From an optimization exercise on the open Yosys and OpenROAD flow, aimed at small area and a short achievable clock period; shortcuts taken in it are not production practice.
Only simulation tests tie the RTL to the original design; equivalence was not proved.
No activity file was given, so power comes from the tool's default toggle rates.

==> flow/constraint.sdc <==
create_clock -name core_clock -period 4.2 [get_ports {clk}]
set_input_delay 0.8400 -clock core_clock [delete_from_list [all_inputs] [get_ports {clk}]]
set_output_delay 0.8400 -clock core_clock [all_outputs]
set_load 0.01 [all_outputs]
==> flow/run.sh <==
#!/bin/bash
# synth_recipe.tcl (not shown) runs the flow's synth.tcl, then flattens the netlist and writes it again
# the make line also repeats each setting of config.mk as NAME=value (left out here)
make -C /OpenROAD-flow-scripts/flow DESIGN_CONFIG=/design/flow/config.mk WORK_HOME=/design/flow/orfs CLKGATE_MAP_FILE= SYNTH_SCRIPT=/design/flow/synth_recipe.tcl finish
==> flow/config.mk <==
export PLATFORM = sky130hd
export DESIGN_NAME = mac
export DESIGN_NICKNAME = mac
export VERILOG_FILES = /design/flow/design.v
export SDC_FILE = /design/flow/constraint.sdc
export NUM_CORES = 4
export LEC_CHECK = 0
export CAP_MARGIN = 20
export CORE_MARGIN = 2
export CORE_UTILIZATION = 40
export SETUP_SLACK_MARGIN = 1.4
export SLEW_MARGIN = 20
==> flow/design.v <==
module mac(
  input clk,
  input rst,
  input signed [7:0] in_a,
  input signed [7:0] in_b,
  output logic signed [15:0] out);
  logic rst_q;
  logic [15:0] reg_c;
  logic [15:0] row0_d, row0;
  logic [15:0] row1_d, row1;
  wire pp0_0, pp0_1, pp0_2, pp0_3, pp0_4, pp0_5, pp0_6, pp0_7, pp1_0, pp1_1,
       pp1_2, pp1_3, pp1_4, pp1_5, pp1_6, pp1_7, pp2_0, pp2_1, pp2_2, pp2_3,
       pp2_4, pp2_5, pp2_6, pp2_7, pp3_0, pp3_1, pp3_2, pp3_3, pp3_4, pp3_5,
       pp3_6, pp3_7, pp4_0, pp4_1, pp4_2, pp4_3, pp4_4, pp4_5, pp4_6, pp4_7,
       pp5_0, pp5_1, pp5_2, pp5_3, pp5_4, pp5_5, pp5_6, pp5_7, pp6_0, pp6_1,
       pp6_2, pp6_3, pp6_4, pp6_5, pp6_6, pp6_7, pp7_0, pp7_1, pp7_2, pp7_3,
       pp7_4, pp7_5, pp7_6, pp7_7, s1, c2, s3, c4, s5, c6,
       s7, c8, s9, c10, s11, c12, s13, c14, s15, c16,
       s17, c18, s19, c20, s21, c22, s23, c24, s25, c26,
       s27, c28, s29, c30, s31, c32, s33, c34, s35, c36,
       s37, c38, s39, c40, s41, c42, s43, c44, s45, c46,
       s47, c48, s49, c50, s51, c52, s53, c54, s55, c56,
       s57, c58, s59, c60, s61, c62, s63, c64, s65, c66,
       s67, c68, s69, c70, s71, c72, s73, c74, s75, c76,
       s77, c78, s79, c80, s81, c82, s83, c84;
  assign pp0_0 = in_a[0] & in_b[0];
  assign pp0_1 = in_a[0] & in_b[1];
  assign pp0_2 = in_a[0] & in_b[2];
  assign pp0_3 = in_a[0] & in_b[3];
  assign pp0_4 = in_a[0] & in_b[4];
  assign pp0_5 = in_a[0] & in_b[5];
  assign pp0_6 = in_a[0] & in_b[6];
  assign pp0_7 = in_a[0] & in_b[7];
  assign pp1_0 = in_a[1] & in_b[0];
  assign pp1_1 = in_a[1] & in_b[1];
  assign pp1_2 = in_a[1] & in_b[2];
  assign pp1_3 = in_a[1] & in_b[3];
  assign pp1_4 = in_a[1] & in_b[4];
  assign pp1_5 = in_a[1] & in_b[5];
  assign pp1_6 = in_a[1] & in_b[6];
  assign pp1_7 = in_a[1] & in_b[7];
  assign pp2_0 = in_a[2] & in_b[0];
  assign pp2_1 = in_a[2] & in_b[1];
  assign pp2_2 = in_a[2] & in_b[2];
  assign pp2_3 = in_a[2] & in_b[3];
  assign pp2_4 = in_a[2] & in_b[4];
  assign pp2_5 = in_a[2] & in_b[5];
  assign pp2_6 = in_a[2] & in_b[6];
  assign pp2_7 = in_a[2] & in_b[7];
  assign pp3_0 = in_a[3] & in_b[0];
  assign pp3_1 = in_a[3] & in_b[1];
  assign pp3_2 = in_a[3] & in_b[2];
  assign pp3_3 = in_a[3] & in_b[3];
  assign pp3_4 = in_a[3] & in_b[4];
  assign pp3_5 = in_a[3] & in_b[5];
  assign pp3_6 = in_a[3] & in_b[6];
  assign pp3_7 = in_a[3] & in_b[7];
  assign pp4_0 = in_a[4] & in_b[0];
  assign pp4_1 = in_a[4] & in_b[1];
  assign pp4_2 = in_a[4] & in_b[2];
  assign pp4_3 = in_a[4] & in_b[3];
  assign pp4_4 = in_a[4] & in_b[4];
  assign pp4_5 = in_a[4] & in_b[5];
  assign pp4_6 = in_a[4] & in_b[6];
  assign pp4_7 = in_a[4] & in_b[7];
  assign pp5_0 = in_a[5] & in_b[0];
  assign pp5_1 = in_a[5] & in_b[1];
  assign pp5_2 = in_a[5] & in_b[2];
  assign pp5_3 = in_a[5] & in_b[3];
  assign pp5_4 = in_a[5] & in_b[4];
  assign pp5_5 = in_a[5] & in_b[5];
  assign pp5_6 = in_a[5] & in_b[6];
  assign pp5_7 = in_a[5] & in_b[7];
  assign pp6_0 = in_a[6] & in_b[0];
  assign pp6_1 = in_a[6] & in_b[1];
  assign pp6_2 = in_a[6] & in_b[2];
  assign pp6_3 = in_a[6] & in_b[3];
  assign pp6_4 = in_a[6] & in_b[4];
  assign pp6_5 = in_a[6] & in_b[5];
  assign pp6_6 = in_a[6] & in_b[6];
  assign pp6_7 = in_a[6] & in_b[7];
  assign pp7_0 = in_a[7] & in_b[0];
  assign pp7_1 = in_a[7] & in_b[1];
  assign pp7_2 = in_a[7] & in_b[2];
  assign pp7_3 = in_a[7] & in_b[3];
  assign pp7_4 = in_a[7] & in_b[4];
  assign pp7_5 = in_a[7] & in_b[5];
  assign pp7_6 = in_a[7] & in_b[6];
  assign pp7_7 = in_a[7] & in_b[7];
  assign s1 = pp0_6 ^ pp1_5;
  assign c2 = pp0_6 & pp1_5;
  assign s3 = pp0_7 ^ pp1_6 ^ pp2_5;
  assign c4 = (pp0_7 & pp1_6) | (pp0_7 & pp2_5) | (pp1_6 & pp2_5);
  assign s5 = pp3_4 ^ pp4_3;
  assign c6 = pp3_4 & pp4_3;
  assign s7 = pp1_7 ^ pp2_6 ^ pp3_5;
  assign c8 = (pp1_7 & pp2_6) | (pp1_7 & pp3_5) | (pp2_6 & pp3_5);
  assign s9 = pp4_4 ^ pp5_3;
  assign c10 = pp4_4 & pp5_3;
  assign s11 = pp2_7 ^ pp3_6 ^ pp4_5;
  assign c12 = (pp2_7 & pp3_6) | (pp2_7 & pp4_5) | (pp3_6 & pp4_5);
  assign s13 = pp0_4 ^ pp1_3;
  assign c14 = pp0_4 & pp1_3;
  assign s15 = pp0_5 ^ pp1_4 ^ pp2_3;
  assign c16 = (pp0_5 & pp1_4) | (pp0_5 & pp2_3) | (pp1_4 & pp2_3);
  assign s17 = pp3_2 ^ pp4_1;
  assign c18 = pp3_2 & pp4_1;
  assign s19 = pp2_4 ^ pp3_3 ^ pp4_2;
  assign c20 = (pp2_4 & pp3_3) | (pp2_4 & pp4_2) | (pp3_3 & pp4_2);
  assign s21 = pp5_1 ^ pp6_0 ^ s1;
  assign c22 = (pp5_1 & pp6_0) | (pp5_1 & s1) | (pp6_0 & s1);
  assign s23 = pp5_2 ^ pp6_1 ^ pp7_0;
  assign c24 = (pp5_2 & pp6_1) | (pp5_2 & pp7_0) | (pp6_1 & pp7_0);
  assign s25 = c2 ^ s3 ^ s5;
  assign c26 = (c2 & s3) | (c2 & s5) | (s3 & s5);
  assign s27 = pp6_2 ^ pp7_1 ^ c4;
  assign c28 = (pp6_2 & pp7_1) | (pp6_2 & c4) | (pp7_1 & c4);
  assign s29 = c6 ^ s7 ^ s9;
  assign c30 = (c6 & s7) | (c6 & s9) | (s7 & s9);
  assign s31 = pp5_4 ^ pp6_3 ^ pp7_2;
  assign c32 = (pp5_4 & pp6_3) | (pp5_4 & pp7_2) | (pp6_3 & pp7_2);
  assign s33 = c8 ^ c10 ^ s11;
  assign c34 = (c8 & c10) | (c8 & s11) | (c10 & s11);
  assign s35 = pp3_7 ^ pp4_6 ^ pp5_5;
  assign c36 = (pp3_7 & pp4_6) | (pp3_7 & pp5_5) | (pp4_6 & pp5_5);
  assign s37 = pp6_4 ^ pp7_3 ^ c12;
  assign c38 = (pp6_4 & pp7_3) | (pp6_4 & c12) | (pp7_3 & c12);
  assign s39 = pp4_7 ^ pp5_6 ^ pp6_5;
  assign c40 = (pp4_7 & pp5_6) | (pp4_7 & pp6_5) | (pp5_6 & pp6_5);
  assign s41 = pp0_3 ^ pp1_2;
  assign c42 = pp0_3 & pp1_2;
  assign s43 = pp2_2 ^ pp3_1 ^ pp4_0;
  assign c44 = (pp2_2 & pp3_1) | (pp2_2 & pp4_0) | (pp3_1 & pp4_0);
  assign s45 = pp5_0 ^ c14 ^ s15;
  assign c46 = (pp5_0 & c14) | (pp5_0 & s15) | (c14 & s15);
  assign s47 = c16 ^ c18 ^ s19;
  assign c48 = (c16 & c18) | (c16 & s19) | (c18 & s19);
  assign s49 = c20 ^ c22 ^ s23;
  assign c50 = (c20 & c22) | (c20 & s23) | (c22 & s23);
  assign s51 = c24 ^ c26 ^ s27;
  assign c52 = (c24 & c26) | (c24 & s27) | (c26 & s27);
  assign s53 = c28 ^ c30 ^ s31;
  assign c54 = (c28 & c30) | (c28 & s31) | (c30 & s31);
  assign s55 = c32 ^ c34 ^ s35;
  assign c56 = (c32 & c34) | (c32 & s35) | (c34 & s35);
  assign s57 = pp7_4 ^ c36 ^ c38;
  assign c58 = (pp7_4 & c36) | (pp7_4 & c38) | (c36 & c38);
  assign s59 = pp5_7 ^ pp6_6 ^ pp7_5;
  assign c60 = (pp5_7 & pp6_6) | (pp5_7 & pp7_5) | (pp6_6 & pp7_5);
  assign s61 = pp0_2 ^ pp1_1;
  assign c62 = pp0_2 & pp1_1;
  assign s63 = pp2_1 ^ pp3_0 ^ s41;
  assign c64 = (pp2_1 & pp3_0) | (pp2_1 & s41) | (pp3_0 & s41);
  assign s65 = s13 ^ c42 ^ s43;
  assign c66 = (s13 & c42) | (s13 & s43) | (c42 & s43);
  assign s67 = s17 ^ c44 ^ s45;
  assign c68 = (s17 & c44) | (s17 & s45) | (c44 & s45);
  assign s69 = s21 ^ c46 ^ s47;
  assign c70 = (s21 & c46) | (s21 & s47) | (c46 & s47);
  assign s71 = s25 ^ c48 ^ s49;
  assign c72 = (s25 & c48) | (s25 & s49) | (c48 & s49);
  assign s73 = s29 ^ c50 ^ s51;
  assign c74 = (s29 & c50) | (s29 & s51) | (c50 & s51);
  assign s75 = s33 ^ c52 ^ s53;
  assign c76 = (s33 & c52) | (s33 & s53) | (c52 & s53);
  assign s77 = s37 ^ c54 ^ s55;
  assign c78 = (s37 & c54) | (s37 & s55) | (c54 & s55);
  assign s79 = s39 ^ c56 ^ s57;
  assign c80 = (s39 & c56) | (s39 & s57) | (c56 & s57);
  assign s81 = c40 ^ c58 ^ s59;
  assign c82 = (c40 & c58) | (c40 & s59) | (c58 & s59);
  assign s83 = pp6_7 ^ pp7_6 ^ c60;
  assign c84 = (pp6_7 & pp7_6) | (pp6_7 & c60) | (pp7_6 & c60);
  assign row0_d = {1'b0, pp7_7, c82, c80, c78, c76, c74, c72, c70, c68, c66, c64, c62, pp2_0, pp0_1, pp0_0};
  assign row1_d = {1'b0, c84, s83, s81, s79, s77, s75, s73, s71, s69, s67, s65, s63, s61, pp1_0, 1'b0};
  always @(posedge clk) begin
    row0 <= row0_d;
    row1 <= row1_d;
    rst_q <= rst;
    if (rst || rst_q)
      reg_c <= 16'h0000;
    else
      reg_c <= reg_c + row0 + row1;
  end
  assign out = reg_c;
endmodule
==> qor.yml, run 1 <==
finalWeightedCongestion: 0.8164
dieArea_um2: 8825
preCtsSetupSlack_ns: 0.4917
synth_top_area_frac: 0.3094
count_of_placed_standard_cells_in_the_final_layout_fillers_left_out: 456
critPathTopFamily: "adder cells"
syn_inst: 315
yosys.area_share.xor_xnor: 0.01624
drt-total-wl_um: 6495
critical_path.max_stage_delay_ns: 0.53
rsz0062_at_grt: "yes"
finalWorstPathRequiredPeriod_ns: 2.755
final_nets: 443
synth_area_um2: 3236
synth_area_leader_cell: "fa_1"
static_power_due_to_leakage_uw: 0.001700
yosys.cell_types.count: 39
antenna_cells_inserted: 0
finalHoldViolCount: 0
die_w_um: 93.94
holdBufCountCts: 0
status: "timing/DRC/antenna clean"
clk_pin_slew_worst_paths_ns: 0.09
place_area_um2: 3712
final_cell_mix: "dfxtp_1, fa_1, inv_1"
final.setup.worst_slack_ns: 1.445
post-route-period-util: 0.6560
first_iter_violations: 39
clock-sinks: 46
drt.antenna.violating_nets: 0
buffer_ports.inserted: 33
post_synth.cell_area_avg_um2: 10.27
fmax_ghz: 0.3629
timing.setup.critical_path_class: "primary input to flop"
path_buf_inv: 4
finalClockSkew_ns: 0.006763
worst-path-max-fanout: 8
synth-compound-area-share: 0.06651
cap_viol_max_count: 0
worst-slew-pin-transition_ns: 0.3942
fillers: 762
dp_hpwl_um: 5235
synth_seq_area_share: 0.2846
hold_path.class: "flop to flop"
clock-root-buffer: "clkbuf_8"
grt.overflow.total: 0
regArea_um2: 920.9
crit_path_end_kind: "flop"
final_layout_size_suffix_gt1_frac: 0.1073
worstHoldPathCells: 2
synthesis.yosys.warnings: 1
worst-endpoint-required_ns: 4.38
slowest_stage_cell_cp: "fa_2"
pin_count_of_the_biggest_net_entering_global_routing: 16
routed-via-count: 2240
synthToLayoutAreaGrowth_pct: 17.44
vias_in_the_first_global_route: 2312
grt_first_pass_wirelength_um: 11230
setup.worst_path.start_class: "primary input"
p_per_area_nw_per_um2: 550.4
ir_worst_vdd_uv: 183.9
synth.ff_latch_count: 46
wl_per_cell_um: 14.24
drt-pass1-iter-count: 4
finish.utilization: 0.4892
start_util: 0.4166
cp_cell_sequence: "buf_2 -> nand2_1 -> fa_2 -> inv_1 -> fa_2 -> inv_2 -> fa_1 -> inv_1 -> fa_1"
final_setup_violation_count: 0
worstHoldStart: "row0[0]$_DFF_P_"
grtUsageTotal: 0.1636
worstRegToRegCells: 9
die_y_um: 93.94
rrSetupSlack_ns: 1.52
worst_r2r_endpoint: "reg_c[13]$_SDFF_PP0_"
tritoncts_clock_tree: "yes"
timing.setup.tns_ns: 0
cts_made_buffers: 5
synth.area.mux_share: 0
htreeDepth: 2
relSlewSlack: 0.7338
grt_antenna_before_repair: 0
final_max_slew_viol_count: 0
placed_cells_incl_taps: 446
route.detailed.vias_per_inst: 4.912
final_common_cell: "dfxtp_1"
finish.instance_area_um2: 3800
design.core.area_um2: 7767
placement_rows: 32
multi_input_area_um2: 2216
synth-simple-area-share: 0.1895
r2r-start: "reg_c[1]$_SDFF_PP0_"
worst_hold_path.endpoint: "reg_c[0]$_SDFF_PP0_"
cts.path.max_buffers: 2
clock_latency_ns: 0.29
post_synth_fa_ha_maj_area_fraction: 0.3944
drc: 0
synth_top_family_by_area: "adder cells"
synthesis.nets: 405
cp_data_arrival_time_ns: 2.93
top_level_ports: 34
synth_top_cells_by_area: "fa_1, dfxtp_1, ha_1, and2_1, inv_1"
-- worst max-delay path by stage --
stage | startpoint | end | slack, ns | cells after the start
floorplan | in_b[5] | row1[8]$_DFF_P_ | 1.37 | 8
global route | reg_c[1]$_SDFF_PP0_ | reg_c[13]$_SDFF_PP0_ | 1.37 | 9
detailed placement | in_b[5] | row1[8]$_DFF_P_ | 0.49 | 9
finish | in_a[0] | row1[8]$_DFF_P_ | 1.44 | 9
CTS | in_b[6] | row1[8]$_DFF_P_ | 1.41 | 9
global placement | in_b[5] | row1[8]$_DFF_P_ | 0.53 | 9
-- logic make-up (layout without fill, tap and decap cells) --
logic type,after synthesis,count (layout)
and+or+nand+nor,117,117
AOI/OAI and AO/OA,32,32
xor gates and xnor gates,6,6
adders and majority gates,72,72
buffers and inverters,42,81
DFF,46,46
-- state kept, by name, indices dropped and copies added, names as in the netlist --
register  count
rst_q         1
row1         14
reg_c        16
row0         15
-- timing repair --
item / 4_1_cts / 5_1_grt
pin swaps: 1 / 3
buffers inserted: 1 / 1
endpoints found under the setup margin: 16 / 5
resized for setup: 58 / 18
endpoints found under the hold margin: 0 / 0
-- report_power, final --
| group | internal [µW] | switching (µW) |
|---|---|---|
| clock network | 118 | 145 |
| registers | 546 | 66.6 |
| logic | 543 | 674 |
| total | 1210 | 885 |
-- cells in the mapped netlist (all sizes together) --
library cell / instances
or3b: 1
and3: 1
o2111ai: 1
nand3: 5
nand2b: 2
o311ai: 1
and2: 35
dfxtp: 46
a211oi: 1
a31oi: 1
o31ai: 1
fa: 50
and2b: 1
xnor2: 5
xor2: 1
o21ai: 6
nor2b: 2
or3: 3
a211o: 1
or2: 1
nor3: 11
clkbuf: 4
o21a: 3
nand4: 3
nor3b: 2
ha: 22
a21boi: 1
nor2: 10
a21oi: 10
a21o: 3
nand2: 38
o21ba: 1
inv: 38
o211a: 1
a221o: 1
and4: 2
-- layout make-up --
| type | count | area share |
|---|---|---|
| inverters | 38 | 0.03754 |
| clock buffers | 6 | 0.01910 |
| well taps | 102 | 0.03359 |
| multi-input cells | 227 | 0.5831 |
| repair buffers | 35 | 0.08067 |
| clock inverters | 2 | 0.003622 |
| flip-flops and latches | 46 | 0.2423 |
-- per-stage QoR --
step / total power (µW) / hold WS [ns]
after floorplan: 1494 / 0.5161
after global routing: 2294 / 0.5891
after CTS: 2094 / 0.5634
after detailed placement: 1814 / 0.5373
after global placement: 1792 / 0.5261
final: 2091 / 0.5525
-- worst min-delay path: stages, from the launching register on --
cell	delay (ns)
dfxtp_1	0.32
ha_1	0.10
and2_1	0.10
-- layer usage --
metal  track usage  vias to the layer above  routed length, µm
met5             0                        -                  0
met1        0.2365                     1100               3136
li1              -                     1087                  -
met3       0.01846                        6                227
met4       0.04469                        0                 78
met2        0.2613                       47               3052
==> run 2, diff against run 1 <==
==> flow/flow/run.sh (new file) <==
#!/bin/bash
# Standard layout flow with two changes: Yosys's synth runs with -noabc, so
# the full adders written in the RTL reach extract_fa without the inverters
# abc -fast would add, and the port buffers are plain buf_1 cells (repair
# still upsizes them where timing needs it). Each tool's output is logged.
set -e
bash standard.sh SYNTH_ARGS=-noabc "BUFFER_PORTS_ARGS=-buffer_cell sky130_fd_sc_hd__buf_1" finish > standard.log 2>&1
==> flow/standard.sh (new file) <==
#!/bin/bash
# synth_recipe.tcl (not shown) runs the flow's synth.tcl, then flattens the netlist and writes it again
# the make line also repeats each setting of config.mk as NAME=value (left out here)
make -C /OpenROAD-flow-scripts/flow DESIGN_CONFIG=/design/flow/config.mk WORK_HOME=/design/flow/orfs CLKGATE_MAP_FILE= SYNTH_SCRIPT=/design/flow/synth_recipe.tcl "${@:-finish}"
--- a/flow/config.mk
+++ b/flow/config.mk
@@ -10,3 +10,3 @@
 export CORE_UTILIZATION = 40
-export SETUP_SLACK_MARGIN = 1.4
+export SETUP_SLACK_MARGIN = 1.7
 export SLEW_MARGIN = 20
removed: flow/run.sh
==> run 2 against run 1 <==
  * Utilization is 0.69 points lower
  * Clock skew hardly changed
  * Register-to-register slack better by 0.21 ns
  * First-iteration DRC count shrank 10%
  * Non-clock buffer count grew 1
  * Synthesized cell count decreased by 14%
  * Sequential share of layout area increased by 0.61 points
  * Largest cell class unchanged
==> qor.yml, run 2 <==
status: "timing/DRC/antenna clean"
dp_hpwl_um: 5059  # -3.4%
clock-root-buffer: "clkbuf_8"
synthToLayoutAreaGrowth_pct: 18.00
cts.path.max_buffers: 2  # unchanged
drt.antenna.violating_nets: 0  # unchanged
final_max_slew_viol_count: 0  # unchanged
p_per_area_nw_per_um2: 559.4  # +1.6%
wirelength_met1_um: 3117  # -0.61%
finalHoldViolCount: 0  # unchanged
grtUsageTotal: 0.1560  # -0.007622
finalClockSkew_ns: 0.006550  # -0.0002130 ns
critical_path.max_stage_delay_ns: 0.53  # about the same
crit_path_end_kind: "flop"
finalWorstPathRequiredPeriod_ns: 2.709  # -0.04589 ns
final_common_cell: "and2_1"
synth_edf_count: 0  # unchanged
synth_area_um2: 3142  # -2.9%
syn_inst: 271  # -14%
preCtsSetupSlack_ns: 0.9587  # +0.4670 ns
die_w_um: 92.63  # -1.4%
finish.instance_area_um2: 3707  # -2.4%
clock-sinks: 46  # unchanged
drt-total-wl_um: 6172  # -5.0%
relSlewSlack: 0.7070  # -0.02686
synthFlopType: "dfxtp_1"
static_power_due_to_leakage_uw: 0.001609  # -5.3%
ir_worst_vdd_uv: 179.9  # -2.2%
synth.most_common_cell: "and2_1"
drt-pass1-iter-count: 4  # unchanged
synthesis.yosys.warnings: 1  # unchanged
top_level_ports: 34  # unchanged
synth_common_cells: "and2_1, fa_1, dfxtp_1"
place_area_um2: 3457  # -6.9%
biggestRegsByFlops: "reg_c x16, row0 x15, row1 x14"
async_flop_share: 0  # unchanged
synthesis.nets: 361  # -11%
largest_register_ff_count: 16  # unchanged
fmax_ghz: 0.3691  # +1.7%
htreeDepth: 2  # unchanged
die_y_um: 92.63  # -1.4%
worst-slew-pin-transition_ns: 0.4379  # +0.04368 ns
cp_data_arrival_time_ns: 2.89  # -0.04 ns
dieArea_um2: 8579  # -2.8%
holdBufCountCts: 0  # unchanged
final.setup.worst_slack_ns: 1.491  # +0.04589 ns
final_cell_mix: "and2_1, dfxtp_1, fa_1"
design.core.area_um2: 7687  # -1.0%
vias_in_the_first_global_route: 2121  # -8.3%
synth_top_area_frac: 0.3186  # +0.009240
synth_top_cells_by_area: "fa_1, dfxtp_1, and2_1, ha_1, a21oi_1"
cp_cell_sequence: "buf_8 -> and2_4 -> fa_2 -> fa_2 -> fa_1 -> fa_2"
wl_per_cell_um: 14.84  # +4.2%
drc: 0  # unchanged
pin_count_of_the_biggest_net_entering_global_routing: 17  # +1
registers.top_by_ff_count: "reg_c"
grt.overflow.total: 0  # unchanged
clk_pin_slew_worst_paths_ns: 0.09  # about the same
tritoncts_clock_tree: "yes"
path_common_cell: "fa_2"
finalWeightedCongestion: 0.8545  # +4.7%
first_iter_violations: 35  # -10%
grt_first_pass_wirelength_um: 10470  # -6.7%
placement_rows: 32  # unchanged
rsz0062_at_grt: "yes"
start_util: 0.4087  # -0.007868
synth.ff_latch_count: 46  # unchanged
synth_area_leader_cell: "fa_1"
post-layout-total-power_uw: 2074  # -0.84%
hold_path.class: "flop to flop"
finish.utilization: 0.4823  # -0.006948
timing.setup.tns_ns: 0  # unchanged
met2_length_um: 2782  # -8.8%
met3WireLength_um: 199  # -12%
worst-endpoint-required_ns: 4.38  # about the same
clock_latency_ns: 0.30  # about the same
final_layout_size_suffix_gt1_frac: 0.2134  # +0.1060
yosys.cell_types.count: 36  # -7.7%
cts_made_buffers: 5  # unchanged
final_nets: 403  # -9.0%
post-route-period-util: 0.6451  # -0.01093
worst-path-max-fanout: 6  # -2
synth_seq_area_share: 0.2931  # +0.008501
path_buf_inv: 1  # -3
final_setup_violation_count: 0  # unchanged
routed-via-count: 1999  # -11%
post_synth.cell_area_avg_um2: 11.59  # +13%
buffer_ports.inserted: 33  # unchanged
critPathTopFamily: "adder cells"
cap_viol_max_count: 0  # unchanged
timing.setup.critical_path_class: "primary input to flop"
route.detailed.vias_per_inst: 4.805  # -2.2%
antenna_cells_inserted: 0  # unchanged
slowest_stage_cell_cp: "fa_1"
grt_antenna_before_repair: 0  # unchanged
setup.worst_path.start_class: "primary input"
route.top_layer_used: "met4"
-- run 2: changes by cell type after synthesis, sizes merged, moves of 5 or more --
cell   change
inv       -35
and2      +33
nand2     -27
nor3       -5
-- run 2: per-stage QoR --
stage / cells / hold WS (ns)
3_5_place_dp: 405 / 0.5250
6_report: 416 / 0.5399
2_1_floorplan: 271 / 0.5067
4_1_cts: 414 / 0.5461
3_3_place_gp: 405 / 0.5294
5_1_grt: 416 / 0.5771
-- run 2: path summary, 6_finish.rpt --
path                             from                    to  slack (ns)  depth (start not counted)
setup / recovery              in_b[5]       row1[9]$_DFF_P_        1.49                          6
hold / removal          rst_q$_DFF_P_  reg_c[12]$_SDFF_PP0_        0.54                          2
setup reg to reg  reg_c[5]$_SDFF_PP0_  reg_c[12]$_SDFF_PP0_        1.73                          7
hold reg to reg         rst_q$_DFF_P_  reg_c[12]$_SDFF_PP0_        0.54                          2
-- run 2: cell families after synthesis --
kind of cell	count (synthesis)	synth area share
fa+ha+maj	72	0.4062
simple gates	104	0.1916
compound gates	36	0.07885
buf+inv	4	0.004778
xor+xnor	8	0.02230
mux	1	0.003186
flops	46	0.2931
-- run 2: metal layers --
| metal | track usage | up-vias |
|---|---|---|
| li1 | - | 989 |
| met1 | 0.2271 | 971 |
| met2 | 0.2464 | 34 |
| met3 | 0.02278 | 5 |
| met4 | 0.04044 | 0 |
| met5 | 0 | - |
-- run 2: report_power, final --
group	switching, µW	total [µW]	internal [µW]
clock	157	277	121
combinational	667	1190	519
sequential	65.2	611	545
total	889	2070	1180
-- run 2: layout make-up --
| cell class | instances | area [µm²] |
|---|---|---|
| fill | 752 | 3980 |
| multi-input combinational | 221 | 2332 |
| sequential | 46 | 920.9 |
| timing repair buffer | 36 | 224.0 |
| tap | 102 | 127.6 |
| clock buffer | 5 | 68.82 |
| clock inverter | 3 | 22.52 |
| inverter | 3 | 11.26 |
-- run 2: repair_timing --
| action | in CTS | in global routing |
|---|---|---|
| cloned | 0 | 0 |
| setup buffers | 1 | 2 |
| endpoints found under the setup margin | 14 | 15 |
| pin swaps | 9 | 13 |
| resized for setup | 34 | 14 |
-- run 2: worst min-delay path: stages (launching register included) --
cell     delay, ns
dfxtp_1       0.34
or3_2         0.11
mux2i_1       0.05
==> run 3, diff against run 2 <==
--- a/flow/config.mk
+++ b/flow/config.mk
@@ -10,3 +10,3 @@
 export CORE_UTILIZATION = 40
-export SETUP_SLACK_MARGIN = 1.7
+export SETUP_SLACK_MARGIN = 1.2
 export SLEW_MARGIN = 20
==> run 3 against run 2 <==
  * Power decreased by 4.6%
  * Die area unchanged
  * Area after synthesis is the same
==> qor.yml, run 3 <==
first_iter_violations: 65  # +86%
final.setup.worst_slack_ns: 1.263  # -0.2273 ns
ir_worst_vdd_uv: 181.6  # +0.93%
worst-slew-pin-transition_ns: 0.4403  # +0.002371 ns
biggestRegsByFlops: "reg_c x16, row0 x15, row1 x14"
grt_first_pass_wirelength_um: 10030  # -4.2%
synth_seq_area_share: 0.2931  # unchanged
cp_data_arrival_time_ns: 3.12  # +0.23 ns
finalHoldViolCount: 0  # unchanged
registers.top_by_ff_count: "reg_c"
p_per_area_nw_per_um2: 569.3  # +1.8%
finalHoldWorstSlack_ns: 0.5560  # +0.01611 ns
syn_inst: 271  # unchanged
die_y_um: 92.63  # unchanged
critPathTopFamily: "adder cells"
post_synth.cell_area_avg_um2: 11.59  # unchanged
final_common_cell: "and2_1"
seq_power_share: 0.310  # +0.016
synthesis.yosys.warnings: 1  # unchanged
buffer_ports.inserted: 33  # unchanged
post-route-period-util: 0.6992  # +0.05411
clock-root-buffer: "clkbuf_8"
fmax_ghz: 0.3405  # -7.7%
clk_pin_slew_worst_paths_ns: 0.08  # about the same
cts.path.max_buffers: 2  # unchanged
static_power_due_to_leakage_uw: 0.001522  # -5.4%
drt-total-wl_um: 5965  # -3.4%
synth_area_leader_cell: "fa_1"
synth_area_um2: 3142  # unchanged
timing.setup.tns_ns: 0  # unchanged
cp_cell_sequence: "buf_1 -> and2_1 -> fa_1 -> fa_1 -> fa_1 -> fa_1"
finalClockSkew_ns: 0.005275  # -0.001275 ns
synth.ff_latch_count: 46  # unchanged
final_nets: 400  # -0.74%
clock-sinks: 46  # unchanged
dp_hpwl_um: 4966  # -1.8%
synth_common_cells: "and2_1, fa_1, dfxtp_1"
yosys.cell_types.count: 36  # unchanged
synth.most_common_cell: "and2_1"
rsz0062_at_grt: "no"
fillers: 751  # -0.13%
top_level_ports: 34  # unchanged
synthFlopType: "dfxtp_1"
critPathLaunch: "in_a[3]"
synthesis.nets: 361  # unchanged
synth_edf_count: 0  # unchanged
drt.antenna.violating_nets: 0  # unchanged
drc: 0  # unchanged
grt.overflow.total: 0  # unchanged
clock_latency_ns: 0.30  # about the same
relSlewSlack: 0.7054  # -0.001586
antenna_cells_inserted: 0  # unchanged
timing.setup.critical_path_class: "primary input to flop"
worstRegToRegCells: 8  # +1
share_comb_of_total_power: 0.559  # -0.013
htreeDepth: 2  # unchanged
path_buf_inv: 1  # unchanged
worstHoldStart: "rst_q$_DFF_P_"
cap_viol_max_count: 0  # unchanged
design.core.area_um2: 7687  # unchanged
r2r-start: "reg_c[1]$_SDFF_PP0_"
worst-path-max-fanout: 8  # +2
critical_path.max_stage_delay_ns: 0.54  # about the same
worstHoldPathCells: 2  # unchanged
preCtsSetupSlack_ns: 0.9333  # -0.02537 ns
power.internal_uw: 1139  # -3.8%
tritoncts_clock_tree: "yes"
synth_top_area_frac: 0.3186  # unchanged
synthToLayoutAreaGrowth_pct: 10.59
grt_antenna_before_repair: 0  # unchanged
cts_made_buffers: 5  # unchanged
largest_register_ff_count: 16  # unchanged
final_layout_size_suffix_gt1_frac: 0.04516  # -0.1682
post_cts_repair_setup_buffers: 0  # -1
pin_count_of_the_biggest_net_entering_global_routing: 15  # -2
pwr-share-clk: 0.132  # -0.002
placement_rows: 32  # unchanged
final_max_slew_viol_count: 0  # unchanged
switching_share: 0.4239  # -0.004685
grtUsageTotal: 0.1514  # -0.004654
finalWorstPathRequiredPeriod_ns: 2.937  # +0.2273 ns
start_util: 0.4087  # unchanged
worst-endpoint-required_ns: 4.38  # about the same
synth_top_cells_by_area: "fa_1, dfxtp_1, and2_1, ha_1, a21oi_1"
final_setup_violation_count: 0  # unchanged
placed_cells_incl_taps: 405  # unchanged
routed-via-count: 1981  # -0.90%
die_w_um: 92.63  # unchanged
slowest_stage_cell_cp: "fa_1"
status: "timing/DRC/antenna clean"
dieArea_um2: 8579  # unchanged
count_of_placed_standard_cells_in_the_final_layout_fillers_left_out: 412  # -0.96%
hold_path.class: "flop to flop"
finalWeightedCongestion: 0.8161  # -4.5%
final_cell_mix: "and2_1, fa_1, dfxtp_1"
path_common_cell: "fa_1"
drt-pass1-iter-count: 4  # unchanged
crit_path_end_kind: "flop"
route.detailed.vias_per_inst: 4.808  # about the same
wl_per_cell_um: 14.48  # -2.4%
timing.critical_path.depth: 6  # unchanged
setup.worst_path.start_class: "primary input"
vias_in_the_first_global_route: 1983  # -6.5%
async_flop_share: 0  # unchanged
switchingPower_uw: 838.6  # -5.7%
## run 3: cell counts after synthesis
No cell type changed its count.
## run 3: cell families after synthesis
family / after synthesis / share of synthesized area
DFF: 46 / 0.2931
xor gates and xnor gates: 8 / 0.02230
buffers and inverters: 4 / 0.004778
adders and majority gates: 72 / 0.4062
muxes: 1 / 0.003186
and+or+nand+nor: 104 / 0.1916
AOI/OAI and AO/OA: 36 / 0.07885
## run 3: path summary, 6_finish.rpt
kind                                              to  slack, ns
worst max-delay path                 row1[9]$_DFF_P_       1.26
worst min-delay path            reg_c[12]$_SDFF_PP0_       0.56
worst max register to register  reg_c[11]$_SDFF_PP0_       1.73
worst min register to register  reg_c[12]$_SDFF_PP0_       0.56
## run 3: worst reg2reg max path: cells and delay by family (launching register included)
family	cells	cell delay, ns
AND/OR/NAND/NOR	1	0.06
adder cells (fa/ha/maj)	3	1.12
XOR/XNOR	1	0.17
flip-flops	1	0.33
AO/OA/AOI/OAI	3	0.67
## run 3: per-stage QoR
step	power, µW	area [µm²]	util
2_1_floorplan	1482	3142	-
3_3_place_gp	1714	3390	0.4409
3_5_place_dp	1722	3390	0.4409
4_1_cts	1995	3473	0.4518
5_1_grt	2184	3475	0.4520
6_report	1978	3475	0.4520
## run 3: area by class of cell
cell class	count	area [µm²]	area share
multi-input cells	221	2206	0.6349
flip-flops and latches	46	920.9	0.2650
well taps	102	127.6	0.03673
repair buffers	33	125.1	0.03601
clock buffers	5	68.82	0.01981
clock inverters	2	15.01	0.004321
inverters	3	11.26	0.003241
## run 3: routing by layer
metal	vias up	routed length [µm]	share of wire	GRT usage
met5	-	0	0	0
met4	0	72	0.012	0.04412
met3	7	186	0.031	0.02522
met2	31	2646	0.44	0.2275
met1	963	3059	0.51	0.2257
li1	980	-	-	-
## run 3: repair_timing
action                     CTS  global route
hold buffers                 0             0
gates resized for setup      0             1
setup endpoints to repair    0             2
## run 3: power groups by stage
stage | logic (µW) | clock network (µW) | registers [µW]
floorplan | 855 | 0 | 627
global placement | 1090 | 0 | 625
detailed placement | 1100 | 0 | 626
CTS | 1110 | 272 | 615
global route | 1270 | 287 | 628
finish | 1110 | 260 | 613
==> run 4, diff against run 3 <==
--- a/flow/config.mk
+++ b/flow/config.mk
@@ -10,3 +10,3 @@
 export CORE_UTILIZATION = 40
-export SETUP_SLACK_MARGIN = 1.2
+export SETUP_SLACK_MARGIN = 1.4
 export SLEW_MARGIN = 20
==> run 4 against run 3 <==
  * Clock-buffer cell count grew 1
  * Highest routed layer unchanged
  * Area after synthesis unchanged
  * Cell count is the same
  * Clock skew grew 0.0057 ns
  * Die area is the same
  * Clock power increased by 29%
  * Largest power group unchanged
  * Utilization rose by 0.81 points
  * Final area increased by 1.8%
  * Critical path type unchanged
  * Fmax increased by 5.8%
  * First-iteration DRC count fell by 14%
  * Critical path depth stayed put
==> qor.yml, run 4 <==
fmax_ghz: 0.3602  # +5.8%
static_power_due_to_leakage_uw: 0.001557  # +2.3%
p_per_area_nw_per_um2: 584.4  # +2.7%
holdBufCountCts: 0  # unchanged
cts_made_buffers: 5  # unchanged
seq_power_share: 0.297  # -0.013
synthFlopType: "dfxtp_1"
largest_register_ff_count: 16  # unchanged
synth_area_leader_cell: "fa_1"
route.detailed.vias_per_inst: 4.954  # +3.0%
synth.ff_latch_count: 46  # unchanged
placement_rows: 32  # unchanged
htreeDepth: 2  # unchanged
drt.antenna.violating_nets: 0  # unchanged
async_flop_share: 0  # unchanged
registers.top_by_ff_count: "reg_c"
drt-pass1-iter-count: 4  # unchanged
preCtsSetupSlack_ns: 0.9956  # +0.06231 ns
routed-via-count: 2041  # +3.0%
cap_viol_max_count: 0  # unchanged
finalWorstPathRequiredPeriod_ns: 2.776  # -0.1603 ns
power.internal_uw: 1224  # +7.4%
timing.setup.tns_ns: 0  # unchanged
final_cell_mix: "and2_1, dfxtp_1, fa_1"
synthesis.yosys.warnings: 1  # unchanged
start_util: 0.4087  # unchanged
worst-path-max-fanout: 8  # unchanged
synthToLayoutAreaGrowth_pct: 12.58
cp_data_arrival_time_ns: 2.95  # -0.17 ns
clock-sinks: 46  # unchanged
first_iter_violations: 56  # -14%
syn_inst: 271  # unchanged
clock_latency_ns: 0.30  # about the same
synth_area_um2: 3142  # unchanged
final_max_slew_viol_count: 0  # unchanged
grtUsageTotal: 0.1574  # +0.005985
final_common_cell: "and2_1"
dp_hpwl_um: 5300  # +6.7%
worst-endpoint-required_ns: 4.38  # about the same
buffer_ports.inserted: 33  # unchanged
post-route-period-util: 0.6610  # -0.03817
top_level_ports: 34  # unchanged
finish.utilization: 0.4601  # +0.008138
worstHoldPathCells: 2  # unchanged
grt_antenna_before_repair: 0  # unchanged
finalClockSkew_ns: 0.01093  # +0.005659 ns
design.core.area_um2: 7687  # unchanged
synthesis.nets: 361  # unchanged
synth_common_cells: "and2_1, fa_1, dfxtp_1"
biggestRegsByFlops: "reg_c x16, row0 x15, row1 x14"
ir_worst_vdd_uv: 203.1  # +12%
relSlewSlack: 0.7060  # about the same
clk_pin_slew_worst_paths_ns: 0.09  # about the same
pwr-share-clk: 0.162  # +0.030
setup.worst_path.start_class: "primary input"
post_synth.cell_area_avg_um2: 11.59  # unchanged
switchingPower_uw: 843.1  # +0.54%
yosys.cell_types.count: 36  # unchanged
clock-root-buffer: "clkbuf_8"
synth_seq_area_share: 0.2931  # unchanged
worstRegToRegCells: 8  # unchanged
synth_edf_count: 0  # unchanged
post_cts_repair_setup_buffers: 0  # unchanged
timing.setup.critical_path_class: "primary input to flop"
rsz0062_at_grt: "yes"
wl_per_cell_um: 15.20  # +5.0%
dieArea_um2: 8579  # unchanged
vias_in_the_first_global_route: 2073  # +4.5%
tritoncts_clock_tree: "yes"
final.setup.worst_slack_ns: 1.424  # +0.1603 ns
hold_path.class: "flop to flop"
final_layout_size_suffix_gt1_frac: 0.1000  # +0.05484
synth_top_area_frac: 0.3186  # unchanged
grt.overflow.total: 0  # unchanged
finalHoldViolCount: 0  # unchanged
final_nets: 400  # unchanged
switching_share: 0.4079  # -0.01607
cts.path.max_buffers: 2  # unchanged
die_y_um: 92.63  # unchanged
synth.most_common_cell: "and2_1"
worst-slew-pin-transition_ns: 0.4394  # -0.0008591 ns
antenna_cells_inserted: 0  # unchanged
status: "timing/DRC/antenna clean"
drc: 0  # unchanged
drt-total-wl_um: 6261  # +5.0%
share_comb_of_total_power: 0.541  # -0.018
final_setup_violation_count: 0  # unchanged
synth_top_cells_by_area: "fa_1, dfxtp_1, and2_1, ha_1, a21oi_1"
die_w_um: 92.63  # unchanged
grt_first_pass_wirelength_um: 10380  # +3.4%
crit_path_end_kind: "flop"
finalWeightedCongestion: 0.8679  # +6.3%
pin_count_of_the_biggest_net_entering_global_routing: 14  # -1
## run 4: power groups by stage
stage	Combinational [µW]	Clock, µW	Sequential [µW]
3_3_place_gp	1090	0	625
6_report	1120	335	614
5_1_grt	1290	356	627
4_1_cts	1130	342	616
2_1_floorplan	859	0	627
3_5_place_dp	1120	0	627
## run 4: path summary, 6_finish.rpt
path	slack (ns)	to	from
max	1.42	row1[8]$_DFF_P_	in_a[2]
min	0.57	reg_c[12]$_SDFF_PP0_	rst_q$_DFF_P_
max reg2reg	1.71	reg_c[11]$_SDFF_PP0_	reg_c[1]$_SDFF_PP0_
min reg2reg	0.57	reg_c[12]$_SDFF_PP0_	rst_q$_DFF_P_
## run 4: cell type report
| class | instances | area, µm² |
|---|---|---|
| Fill cell | 739 | 4150 |
| Clock inverter | 1 | 30.03 |
| Sequential cell | 46 | 920.9 |
| Tap cell | 102 | 127.6 |
| Inverter | 3 | 11.26 |
| Clock buffer | 6 | 82.58 |
| Timing Repair Buffer | 33 | 133.9 |
| Multi-Input combinational cell | 221 | 2231 |
## run 4: what timing repair did
item / in CTS / in global routing
hold endpoints to repair: 0 / 0
endpoints found under the setup margin: 5 / 6
gates resized for setup: 6 / 4
pin swaps: 0 / 1
## run 4: stage by stage
| stage | total power [µW] | area [µm²] | instances | hold WS, ns |
|---|---|---|---|---|
| floorplan | 1486 | 3164 | 271 | 0.5067 |
| global placement | 1719 | 3412 | 405 | 0.5282 |
| finish | 2067 | 3537 | 412 | 0.5702 |
| global route | 2273 | 3537 | 412 | 0.5823 |
| CTS | 2084 | 3532 | 412 | 0.5670 |
| detailed placement | 1744 | 3412 | 405 | 0.5388 |
## run 4: worst max-delay path, stage by stage
cell and delay, ns:
buf_2 0.14, and2_4 0.17, fa_2 0.39, fa_2 0.55, fa_1 0.44, fa_1 0.43
## run 4: layer usage
metal	routed length (µm)	track usage	vias to the layer above
li1	-	-	984
met1	3104	0.2238	1016
met2	2895	0.2518	36
met3	183	0.02197	5
met4	78	0.04779	0
met5	0	0	-
## run 4: cells by family (layout without fill, tap and decap cells)
logic type	after synthesis	count (layout)	synth area share
xor+xnor	8	8	0.02230
flops	46	46	0.2931
mux	1	1	0.003186
compound gates	36	36	0.07885
buf+inv	4	43	0.004778
simple gates	104	104	0.1916
fa+ha+maj	72	72	0.4062
==> run 5, diff against run 4 <==
--- a/flow/config.mk
+++ b/flow/config.mk
@@ -9,3 +9,3 @@
 export CORE_MARGIN = 2
-export CORE_UTILIZATION = 40
+export CORE_UTILIZATION = 60
 export SETUP_SLACK_MARGIN = 1.4
==> run 5 against run 4 <==
  * Still clean on timing, DRC and antenna
  * Fmax increased by 0.24%
  * Die area decreased by 32%
  * Clock-buffer cell count unchanged
  * Clock skew about the same
  * Worst hold slack got worse by 0.019 ns
  * Clock power about the same
  * Cell count decreased by 7.8%
  * Flip-flop and latch count unchanged
  * Register-to-register slack got worse by 0.04 ns
  * Power increased by 0.22%
  * Critical path type unchanged
  * Largest cell class unchanged
  * Largest power group unchanged
  * Highest routed layer unchanged
==> qor.yml, run 5 <==
status: "timing/DRC/antenna clean"
finalHoldViolCount: 0  # unchanged
htreeDepth: 2  # unchanged
die_y_um: 76.36  # -18%
synth_edf_count: 0  # unchanged
finalHoldWorstSlack_ns: 0.5509  # -0.01939 ns
worst-slew-pin-transition_ns: 0.3464  # -0.09307 ns
crit_path_end_kind: "flop"
finalWorstPathRequiredPeriod_ns: 2.770  # -0.006790 ns
finish.utilization: 0.6901  # +0.2300
dp_hpwl_um: 4788  # -9.7%
final_cell_mix: "and2_1, dfxtp_1, fa_1"
synth_seq_area_share: 0.2931  # unchanged
cts.path.max_buffers: 2  # unchanged
synth_area_leader_cell: "fa_1"
synthFlopType: "dfxtp_1"
fmax_ghz: 0.3611  # +0.24%
worst-path-max-fanout: 8  # unchanged
preCtsSetupSlack_ns: 1.014  # +0.01814 ns
final_max_slew_viol_count: 0  # unchanged
wl_per_cell_um: 15.57  # +2.5%
grt_first_pass_wirelength_um: 10270  # -1.1%
finalWeightedCongestion: 0.8491  # -2.2%
vias_in_the_first_global_route: 2104  # +1.5%
syn_inst: 271  # unchanged
synthesis.yosys.warnings: 1  # unchanged
antenna_cells_inserted: 0  # unchanged
grt_antenna_before_repair: 0  # unchanged
placement_rows: 26  # -19%
routed-via-count: 2031  # -0.49%
drc: 0  # unchanged
synth.most_common_cell: "and2_1"
largest_register_ff_count: 16  # unchanged
synth_area_um2: 3142  # unchanged
timing.setup.critical_path_class: "primary input to flop"
grt.overflow.total: 0  # unchanged
switching_share: 0.4082  # about the same
power.internal_uw: 1226  # +0.17%
route.detailed.vias_per_inst: 5.345  # +7.9%
drt.antenna.violating_nets: 0  # unchanged
buffer_ports.inserted: 33  # unchanged
grtUsageTotal: 0.2263  # +0.06894
synth_top_cells_by_area: "fa_1, dfxtp_1, and2_1, ha_1, a21oi_1"
synthesis.nets: 361  # unchanged
die_w_um: 76.36  # -18%
relSlewSlack: 0.7677  # +0.06174
pwr-share-clk: 0.161  # about the same
tritoncts_clock_tree: "yes"
place_area_um2: 3372  # -1.2%
post_cts_repair_setup_buffers: 0  # unchanged
synth.ff_latch_count: 46  # unchanged
async_flop_share: 0  # unchanged
finish.instance_area_um2: 3502  # -0.99%
timing.setup.tns_ns: 0  # unchanged
design.core.area_um2: 5075  # -34%
clock_latency_ns: 0.30  # about the same
final_setup_violation_count: 0  # unchanged
finalClockSkew_ns: 0.01135  # +0.0004198 ns
synthToLayoutAreaGrowth_pct: 11.47
critical_path.max_stage_delay_ns: 0.54  # about the same
final_layout_size_suffix_gt1_frac: 0.1032  # +0.003226
final.setup.worst_slack_ns: 1.430  # +0.006790 ns
ir_worst_vdd_uv: 299.3  # +47%
clock-root-buffer: "clkbuf_8"
cp_data_arrival_time_ns: 2.94  # about the same
rsz0062_at_grt: "yes"
setup.worst_path.start_class: "primary input"
drt-pass1-iter-count: 4  # unchanged
dieArea_um2: 5831  # -32%
post_synth.cell_area_avg_um2: 11.59  # unchanged
cts_made_buffers: 5  # unchanged
registers.top_by_ff_count: "reg_c"
seq_power_share: 0.296  # about the same
p_per_area_nw_per_um2: 591.5  # +1.2%
post-route-period-util: 0.6594  # -0.001617
cap_viol_max_count: 0  # unchanged
synth_common_cells: "and2_1, fa_1, dfxtp_1"
hold_path.class: "flop to flop"
biggestRegsByFlops: "reg_c x16, row0 x15, row1 x14"
yosys.cell_types.count: 36  # unchanged
slowest_stage_cell_cp: "fa_2"
cp_cell_sequence: "clkbuf_4 -> and2_4 -> fa_2 -> fa_2 -> fa_1 -> fa_1"
top_level_ports: 34  # unchanged
static_power_due_to_leakage_uw: 0.001559  # +0.15%
clock-sinks: 46  # unchanged
final_nets: 400  # unchanged
start_util: 0.6191  # +0.2104
share_comb_of_total_power: 0.544  # +0.003
clk_pin_slew_worst_paths_ns: 0.08  # about the same
synth_top_area_frac: 0.3186  # unchanged
switchingPower_uw: 845.6  # +0.29%
drt-total-wl_um: 5918  # -5.5%
first_iter_violations: 44  # -21%
pin_count_of_the_biggest_net_entering_global_routing: 14  # unchanged
holdBufCountCts: 0  # unchanged
final_common_cell: "and2_1"
worst-endpoint-required_ns: 4.37  # about the same
[run 5: cell count changes in the layout (fill, tap and decap cells not counted)]
cell	change
and2_1	-1
and2_4	+1
clkbuf_2	-1
clkbuf_4	+1
[run 5: final timing paths]
path,start,slack (ns),end,cells after the start
hold reg to reg,rst_q$_DFF_P_,0.55,reg_c[12]$_SDFF_PP0_,2
setup / recovery,in_a[2],1.43,row1[8]$_DFF_P_,6
hold / removal,rst_q$_DFF_P_,0.55,reg_c[12]$_SDFF_PP0_,2
setup reg to reg,reg_c[1]$_SDFF_PP0_,1.67,reg_c[11]$_SDFF_PP0_,8
[run 5: logic make-up after synthesis]
kind of cell | Yosys count | share of synthesized area
AO/OA/AOI/OAI | 36 | 0.07885
XOR/XNOR | 8 | 0.02230
adder cells (fa/ha/maj) | 72 | 0.4062
buffers and inverters | 4 | 0.004778
flip-flops | 46 | 0.2931
multiplexers | 1 | 0.003186
AND/OR/NAND/NOR | 104 | 0.1916
[run 5: layer usage]
metal | global-route usage | up-vias | wire length [µm]
li1 | - | 980 | -
met1 | 0.3291 | 987 | 2952
met2 | 0.3496 | 55 | 2638
met3 | 0.04858 | 9 | 252
met4 | 0.05818 | 0 | 74
met5 | 0 | - | 0
[run 5: metrics by stage]
stage,cells,total power (µW)
3_3_place_gp,373,1704
2_1_floorplan,271,1486
6_report,380,2072
4_1_cts,380,2075
5_1_grt,380,2256
3_5_place_dp,373,1726
[run 5: timing repair]
| action | CTS | global route |
|---|---|---|
| cloned | 0 | 0 |
| pin swaps | 0 | 1 |
| endpoints found under the hold margin | 0 | 0 |
| setup endpoints to repair | 4 | 3 |
| resized for setup | 8 | 3 |
[run 5: final cells by class]
type / instances / area (µm²)
clock inverter: 1 / 30.03
timing repair buffer: 33 / 136.4
multi-input combinational: 221 / 2233
clock buffer: 6 / 82.58
inverter: 3 / 11.26
fill: 428 / 1573
tap: 70 / 87.58
sequential: 46 / 920.9
[run 5: critical path: cells and delay by family]
kind	cells	cell delay, ns
adder cells (fa/ha/maj)	4	1.76
AND/OR/NAND/NOR	1	0.17
buffers and inverters	1	0.15
[run 5: power by group through the flow]
stage / clock network, µW / logic [µW] / registers, µW
final: 333 / 1130 / 612
after global routing: 356 / 1270 / 629
after CTS: 338 / 1120 / 614
after detailed placement: 0 / 1100 / 624
after global placement: 0 / 1080 / 621
after floorplan: 0 / 859 / 627
==> run 6, diff against run 5 <==
==> flow/flow/run.sh (replaced) <==
#!/bin/bash
# Standard layout flow with two changes: Yosys's synth runs with -noabc, so
# the full adders written in the RTL reach extract_fa without the inverters
# abc -fast would add, CTS adds no dummy loads, and the port buffers are plain buf_1 cells (repair
# still upsizes them where timing needs it). Each tool's output is logged.
set -e
bash standard.sh SYNTH_ARGS=-noabc "BUFFER_PORTS_ARGS=-buffer_cell sky130_fd_sc_hd__buf_1" "CTS_ARGS=-sink_clustering_enable -repair_clock_nets -dont_use_dummy_load -buf_list sky130_fd_sc_hd__clkbuf_4 -sink_clustering_size 30 -sink_clustering_max_diameter 100" finish > standard.log 2>&1
--- a/flow/config.mk
+++ b/flow/config.mk
@@ -9,3 +9,3 @@
 export CORE_MARGIN = 2
-export CORE_UTILIZATION = 60
+export CORE_UTILIZATION = 40
 export SETUP_SLACK_MARGIN = 1.4
==> run 6 against run 5 <==
  * Combinational power about the same
  * Die area increased by 47%
  * Register-to-register slack about the same
  * Flip-flop and latch count unchanged
  * Clock-buffer cell count decreased by 1
  * Largest cell class unchanged
==> qor.yml, run 6 <==
clock-root-buffer: "clkbuf_4"
syn_inst: 271  # unchanged
synthesis.nets: 361  # unchanged
routed-via-count: 2032  # +0.049%
registers.top_by_ff_count: "reg_c"
final_max_slew_viol_count: 0  # unchanged
die_y_um: 92.63  # +21%
route.detailed.vias_per_inst: 4.956  # -7.3%
cts.path.max_buffers: 2  # unchanged
critical_path.max_stage_delay_ns: 0.54  # about the same
timing.setup.critical_path_class: "primary input to flop"
synth_top_area_frac: 0.3186  # unchanged
vias_in_the_first_global_route: 2062  # -2.0%
drt-pass1-iter-count: 4  # unchanged
placement_rows: 32  # +23%
grtUsageMet3: 0.02197  # -0.02661
synth_edf_count: 0  # unchanged
critPathTopFamily: "adder cells"
synth_seq_area_share: 0.2931  # unchanged
cts_made_buffers: 5  # unchanged
antenna_cells_inserted: 0  # unchanged
top_level_ports: 34  # unchanged
slowest_stage_cell_cp: "fa_2"
finalHoldViolCount: 0  # unchanged
static_power_due_to_leakage_uw: 0.001522  # -2.4%
die_w_um: 92.63  # +21%
synth.ff_latch_count: 46  # unchanged
start_util: 0.4087  # -0.2104
finalClockSkew_ns: 0.01139  # +0.00003310 ns
dp_hpwl_um: 5300  # +11%
dieArea_um2: 8579  # +47%
synth_area_leader_cell: "fa_1"
use_met1: 0.2217  # -0.1074
final_layout_size_suffix_gt1_frac: 0.09091  # -0.01232
drt.antenna.violating_nets: 0  # unchanged
pin_count_of_the_biggest_net_entering_global_routing: 14  # unchanged
final_setup_violation_count: 0  # unchanged
drt-total-wl_um: 6229  # +5.3%
wl_per_cell_um: 15.19  # -2.4%
synth.most_common_cell: "and2_1"
finish.instance_area_um2: 3460  # -1.2%
biggestRegsByFlops: "reg_c x16, row0 x15, row1 x14"
grt_first_pass_wirelength_um: 10290  # +0.19%
clk_pin_slew_worst_paths_ns: 0.12  # +0.04 ns
p_per_area_nw_per_um2: 553.0  # -6.5%
finish.utilization: 0.4500  # -0.2401
post_cts_repair_setup_buffers: 0  # unchanged
cp_cell_sequence: "clkbuf_2 -> and2_4 -> fa_2 -> fa_2 -> fa_1 -> fa_1"
final_common_cell: "and2_1"
hold_path.class: "flop to flop"
worst-path-max-fanout: 8  # unchanged
first_iter_violations: 59  # +34%
setup.worst_path.start_class: "primary input"
crit_path_end_kind: "flop"
worst-endpoint-required_ns: 4.44  # +0.07 ns
tritoncts_clock_tree: "yes"
fmax_ghz: 0.3680  # +1.9%
holdBufCountCts: 0  # unchanged
buffer_ports.inserted: 33  # unchanged
synth_common_cells: "and2_1, fa_1, dfxtp_1"
use_met2: 0.2530  # -0.09652
rsz0062_at_grt: "no"
post-route-period-util: 0.6470  # -0.01242
fillers: 754  # +76%
status: "timing/DRC/antenna clean"
grtUsageTotal: 0.1554  # -0.07086
synthesis.yosys.warnings: 1  # unchanged
place_area_um2: 3412  # +1.2%
clock_latency_ns: 0.34  # +0.04 ns
post_synth.cell_area_avg_um2: 11.59  # unchanged
synthFlopType: "dfxtp_1"
finalHoldWorstSlack_ns: 0.5736  # +0.02270 ns
yosys.cell_types.count: 36  # unchanged
cp_data_arrival_time_ns: 2.95  # about the same
timing.setup.tns_ns: 0  # unchanged
worst-slew-pin-transition_ns: 0.4290  # +0.08260 ns
post-layout-total-power_uw: 1913  # -7.6%
htreeDepth: 2  # unchanged
cap_viol_max_count: 0  # unchanged
gr-max-usage-layer: "met2"
synthToLayoutAreaGrowth_pct: 10.12
relSlewSlack: 0.7130  # -0.05473
async_flop_share: 0  # unchanged
design.core.area_um2: 7687  # +51%
largest_register_ff_count: 16  # unchanged
finalWeightedCongestion: 0.8679  # +2.2%
final_nets: 400  # unchanged
synth_top_cells_by_area: "fa_1, dfxtp_1, and2_1, ha_1, a21oi_1"
clock-sinks: 46  # unchanged
finalWorstPathRequiredPeriod_ns: 2.717  # -0.05215 ns
grt_antenna_before_repair: 0  # unchanged
grt.overflow.total: 0  # unchanged
final_cell_mix: "and2_1, dfxtp_1, fa_1"
path_buf_inv: 1  # unchanged
ir_worst_vdd_uv: 177.1  # -41%
drc: 0  # unchanged
synth_area_um2: 3142  # unchanged
==> run 6: logic make-up (layout without fill, tap and decap cells) <==
family	after synthesis	in the layout	synth area share
and+or+nand+nor	104	104	0.1916
adders and majority gates	72	72	0.4062
DFF	46	46	0.2931
AOI/OAI and AO/OA	36	36	0.07885
xor gates and xnor gates	8	8	0.02230
buffers and inverters	4	41	0.004778
muxes	1	1	0.003186
==> run 6: cell type report <==
type,instances,area (µm²),area share
Multi-Input combinational cell,221,2228,0.6441
Sequential cell,46,920.9,0.2662
Timing Repair Buffer,33,133.9,0.03870
Tap cell,102,127.6,0.03689
Clock buffer,5,37.54,0.01085
Inverter,3,11.26,0.003255
==> run 6: what timing repair did <==
item | CTS | global route
resized for setup | 1 | 7
setup endpoints to repair | 1 | 3
pin swaps | 0 | 0
hold endpoints to repair | 0 | 0
==> run 6: worst paths after layout <==
check	to	cells past startpoint	startpoint	slack (ns)
min	reg_c[12]$_SDFF_PP0_	2	rst_q$_DFF_P_	0.57
max	row1[8]$_DFF_P_	6	in_a[2]	1.48
max reg2reg	reg_c[11]$_SDFF_PP0_	8	reg_c[1]$_SDFF_PP0_	1.67
min reg2reg	reg_c[12]$_SDFF_PP0_	2	rst_q$_DFF_P_	0.57
==> run 6: stage by stage <==
stage          cells  setup WS, ns
2_1_floorplan    271         1.329
3_3_place_gp     405         1.056
3_5_place_dp     405        0.9956
4_1_cts          410         1.404
5_1_grt          410         1.429
6_report         410         1.483
==> run 6: metal layers <==
layer	vias up	wire (µm)
li1	981	-
met1	1006	3086
met2	40	2867
met3	5	206
met4	0	69
met5	-	0
==> run 6: power by group <==
part | switching, µW | total [µW] | internal, µW
registers | 68.3 | 613 | 545
clock network | 127 | 183 | 56.3
logic | 629 | 1120 | 488
total | 824 | 1910 | 1090
==> run 6: tightest hold or removal path, stage by stage, from the launching register on <==
cell	delay (ns)
dfxtp_1	0.36
or3_2	0.12
mux2i_1	0.05
==> run 7, diff against run 6 <==
==> flow/flow/run.sh (replaced) <==
#!/bin/bash
# Standard layout flow with two changes: Yosys's synth runs with -noabc, so
# the full adders written in the RTL reach extract_fa without the inverters
# abc -fast would add, CTS adds no dummy loads, and the port buffers are plain buf_1 cells (repair
# still upsizes them where timing needs it). Each tool's output is logged.
set -e
bash standard.sh SYNTH_ARGS=-noabc "BUFFER_PORTS_ARGS=-buffer_cell sky130_fd_sc_hd__buf_1" "CTS_ARGS=-sink_clustering_enable -repair_clock_nets -dont_use_dummy_load -buf_list sky130_fd_sc_hd__clkbuf_4" finish > standard.log 2>&1
==> run 7 against run 6 <==
  * Still clean on timing, DRC and antenna
  * First-iteration DRC count did not move
  * Global-route usage is the same
  * Flip-flop and latch count unchanged
  * Sequential power barely moved
  * Setup slack did not move
  * Synthesized cell count unchanged
  * Combinational power about the same
  * Critical path depth unchanged
==> qor.yml, run 7 <==
route.detailed.vias_per_inst: 4.956  # unchanged
worst-endpoint-required_ns: 4.44  # about the same
finish.instance_area_um2: 3460  # unchanged
final.setup.worst_slack_ns: 1.483  # unchanged
critPathTopFamily: "adder cells"
finalWorstPathRequiredPeriod_ns: 2.717  # unchanged
final_common_cell: "and2_1"
static_power_due_to_leakage_uw: 0.001522  # unchanged
setup.worst_path.start_class: "primary input"
synth.most_common_cell: "and2_1"
grtUsageTotal: 0.1554  # unchanged
die_y_um: 92.63  # unchanged
r2r-start: "reg_c[1]$_SDFF_PP0_"
final_nets: 400  # unchanged
grt.overflow.total: 0  # unchanged
worst-slew-pin-transition_ns: 0.4290  # unchanged
preCtsSetupSlack_ns: 0.9956  # unchanged
async_flop_share: 0  # unchanged
synthesis.yosys.warnings: 1  # unchanged
synth_top_cells_by_area: "fa_1, dfxtp_1, and2_1, ha_1, a21oi_1"
fillers: 754  # unchanged
clock_latency_ns: 0.34  # about the same
synth_top_area_frac: 0.3186  # unchanged
ir_worst_vdd_uv: 177.1  # unchanged
largest_register_ff_count: 16  # unchanged
registers.top_by_ff_count: "reg_c"
synthToLayoutAreaGrowth_pct: 10.12  # unchanged
finalHoldViolCount: 0  # unchanged
finalClockSkew_ns: 0.01139  # unchanged
finalWeightedCongestion: 0.8679  # unchanged
cp_data_arrival_time_ns: 2.95  # about the same
critical_path.max_stage_delay_ns: 0.54  # about the same
die_w_um: 92.63  # unchanged
hold_path.class: "flop to flop"
tritoncts_clock_tree: "yes"
placement_rows: 32  # unchanged
status: "timing/DRC/antenna clean"
clock-sinks: 46  # unchanged
cp_cell_sequence: "clkbuf_2 -> and2_4 -> fa_2 -> fa_2 -> fa_1 -> fa_1"
synth_common_cells: "and2_1, fa_1, dfxtp_1"
final_cell_mix: "and2_1, dfxtp_1, fa_1"
cts.path.max_buffers: 2  # unchanged
syn_inst: 271  # unchanged
timing.setup.critical_path_class: "primary input to flop"
final_max_slew_viol_count: 0  # unchanged
pin_count_of_the_biggest_net_entering_global_routing: 14  # unchanged
clk_pin_slew_worst_paths_ns: 0.12  # about the same
htreeDepth: 2  # unchanged
biggestRegsByFlops: "reg_c x16, row0 x15, row1 x14"
relSlewSlack: 0.7130  # unchanged
worst-path-max-fanout: 8  # unchanged
synthFlopType: "dfxtp_1"
synth.ff_latch_count: 46  # unchanged
worstHoldStart: "rst_q$_DFF_P_"
slowest_stage_cell_cp: "fa_2"
drt-total-wl_um: 6229  # unchanged
synth_area_um2: 3142  # unchanged
routed-via-count: 2032  # unchanged
grt_first_pass_wirelength_um: 10290  # unchanged
synth_seq_area_share: 0.2931  # unchanged
drt.antenna.violating_nets: 0  # unchanged
dp_hpwl_um: 5300  # unchanged
post-route-period-util: 0.6470  # unchanged
start_util: 0.4087  # unchanged
drc: 0  # unchanged
post_synth.cell_area_avg_um2: 11.59  # unchanged
wl_per_cell_um: 15.19  # unchanged
synthesis.nets: 361  # unchanged
place_area_um2: 3412  # unchanged
final_layout_size_suffix_gt1_frac: 0.09091  # unchanged
finalHoldWorstSlack_ns: 0.5736  # unchanged
cap_viol_max_count: 0  # unchanged
crit_path_end_kind: "flop"
final_setup_violation_count: 0  # unchanged
dieArea_um2: 8579  # unchanged
p_per_area_nw_per_um2: 553.0  # unchanged
critPathLaunch: "in_a[2]"
clock-root-buffer: "clkbuf_4"
synth_edf_count: 0  # unchanged
buffer_ports.inserted: 33  # unchanged
drt-pass1-iter-count: 4  # unchanged
fmax_ghz: 0.3680  # unchanged
cts_made_buffers: 5  # unchanged
top_level_ports: 34  # unchanged
rsz0062_at_grt: "no"
vias_in_the_first_global_route: 2062  # unchanged
synth_area_leader_cell: "fa_1"
grt_antenna_before_repair: 0  # unchanged
first_iter_violations: 59  # unchanged
path_buf_inv: 1  # unchanged
antenna_cells_inserted: 0  # unchanged
design.core.area_um2: 7687  # unchanged
yosys.cell_types.count: 36  # unchanged
timing.setup.tns_ns: 0  # unchanged
run 7: cell counts after synthesis:
Identical to the previous run, type by type.
run 7: power by group:
| part | switching, µW | total [µW] | internal (µW) |
|---|---|---|---|
| clock network | 127 | 183 | 56.3 |
| registers | 68.3 | 613 | 545 |
| logic | 629 | 1120 | 488 |
run 7: final timing paths:
| path | cells after the start | to | slack (ns) |
|---|---|---|---|
| setup / recovery | 6 | row1[8]$_DFF_P_ | 1.48 |
| hold / removal | 2 | reg_c[12]$_SDFF_PP0_ | 0.57 |
| setup reg to reg | 8 | reg_c[11]$_SDFF_PP0_ | 1.67 |
| hold reg to reg | 2 | reg_c[12]$_SDFF_PP0_ | 0.57 |
run 7: timing repair:
item / 4_1_cts / 5_1_grt
endpoints found under the setup margin: 1 / 3
pin swaps: 0 / 0
hold buffers: 0 / 0
gates cloned: 0 / 0
gates resized for setup: 1 / 7
buffers inserted: 0 / 0
run 7: cell type report:
cell class,instances,area (µm²),share of cell area
Inverter,3,11.26,0.003255
Clock buffer,5,37.54,0.01085
Tap cell,102,127.6,0.03689
Timing Repair Buffer,33,133.9,0.03870
Sequential cell,46,920.9,0.2662
Multi-Input combinational cell,221,2228,0.6441
run 7: worst register-to-register path, cell delays in order (launching register included):
cell      delay (ns)
dfxtp_1         0.35
fa_1            0.50
ha_1            0.26
fa_1            0.41
a21oi_1         0.29
o211ai_2        0.19
a21oi_1         0.19
xor2_1          0.17
nor2_1          0.06
run 7: cell families (layout without fill, tap and decap cells):
family,Yosys count,count (layout),share of synthesized area
and+or+nand+nor,104,104,0.1916
buffers and inverters,4,41,0.004778
muxes,1,1,0.003186
adders and majority gates,72,72,0.4062
DFF,46,46,0.2931
xor gates and xnor gates,8,8,0.02230
AOI/OAI and AO/OA,36,36,0.07885
run 7: through the flow:
stage | power, µW | utilization | cells
after detailed placement | 1744 | 0.4438 | 405
final | 1913 | 0.4500 | 410
after global routing | 2116 | 0.4500 | 410
after global placement | 1719 | 0.4438 | 405
after CTS | 1931 | 0.4489 | 410
after floorplan | 1486 | - | 271
run 7: routing by layer:
metal | GRT usage | wire length [µm] | vias up | part of all wire
met5 | 0 | 0 | - | 0
met4 | 0.03676 | 69 | 0 | 0.011
met3 | 0.02197 | 206 | 5 | 0.033
met2 | 0.2530 | 2867 | 40 | 0.46
met1 | 0.2217 | 3086 | 1006 | 0.50
li1 | - | - | 981 | -

[separate check: timing with driven ports]
No port has a modelled driver above. Below, the same layouts with a new extraction and two added sets of constraints. Step 1 assumes that a clkbuf_16 drives the clock port and a buf_2 every other input. Step 2 adds t to the input delays and takes it off the output delays; t is the mean of the earliest and latest rising clock arrival at the registers after step 1. Input paths then give back, and output paths get back, about the clock's delay inside the block. Slacks: no drivers / after step 1 / after step 2; pairs: no drivers / after step 1.
run	t, ns	setup slack, ns	hold slack, ns	latest minus earliest clock arrival (ns)	pins driven straight from the clock port
run 1	0.317	1.445 / 1.440 / 1.124	0.552 / 0.552 / 0.552	0.007 / 0.007	1
run 2	0.320	1.491 / 1.476 / 1.157	0.540 / 0.540 / 0.540	0.007 / 0.007	1
run 3	0.323	1.263 / 1.265 / 0.943	0.556 / 0.556 / 0.556	0.005 / 0.005	1
run 4	0.322	1.424 / 1.433 / 1.111	0.570 / 0.570 / 0.570	0.011 / 0.011	1
run 5	0.320	1.430 / 1.436 / 1.116	0.551 / 0.551 / 0.551	0.012 / 0.011	1
run 6	0.359	1.483 / 1.483 / 1.123	0.574 / 0.574 / 0.574	0.011 / 0.011	1
run 7	0.359	1.483 / 1.483 / 1.123	0.574 / 0.574 / 0.574	0.011 / 0.011	1
After both steps every run listed still meets setup and hold.
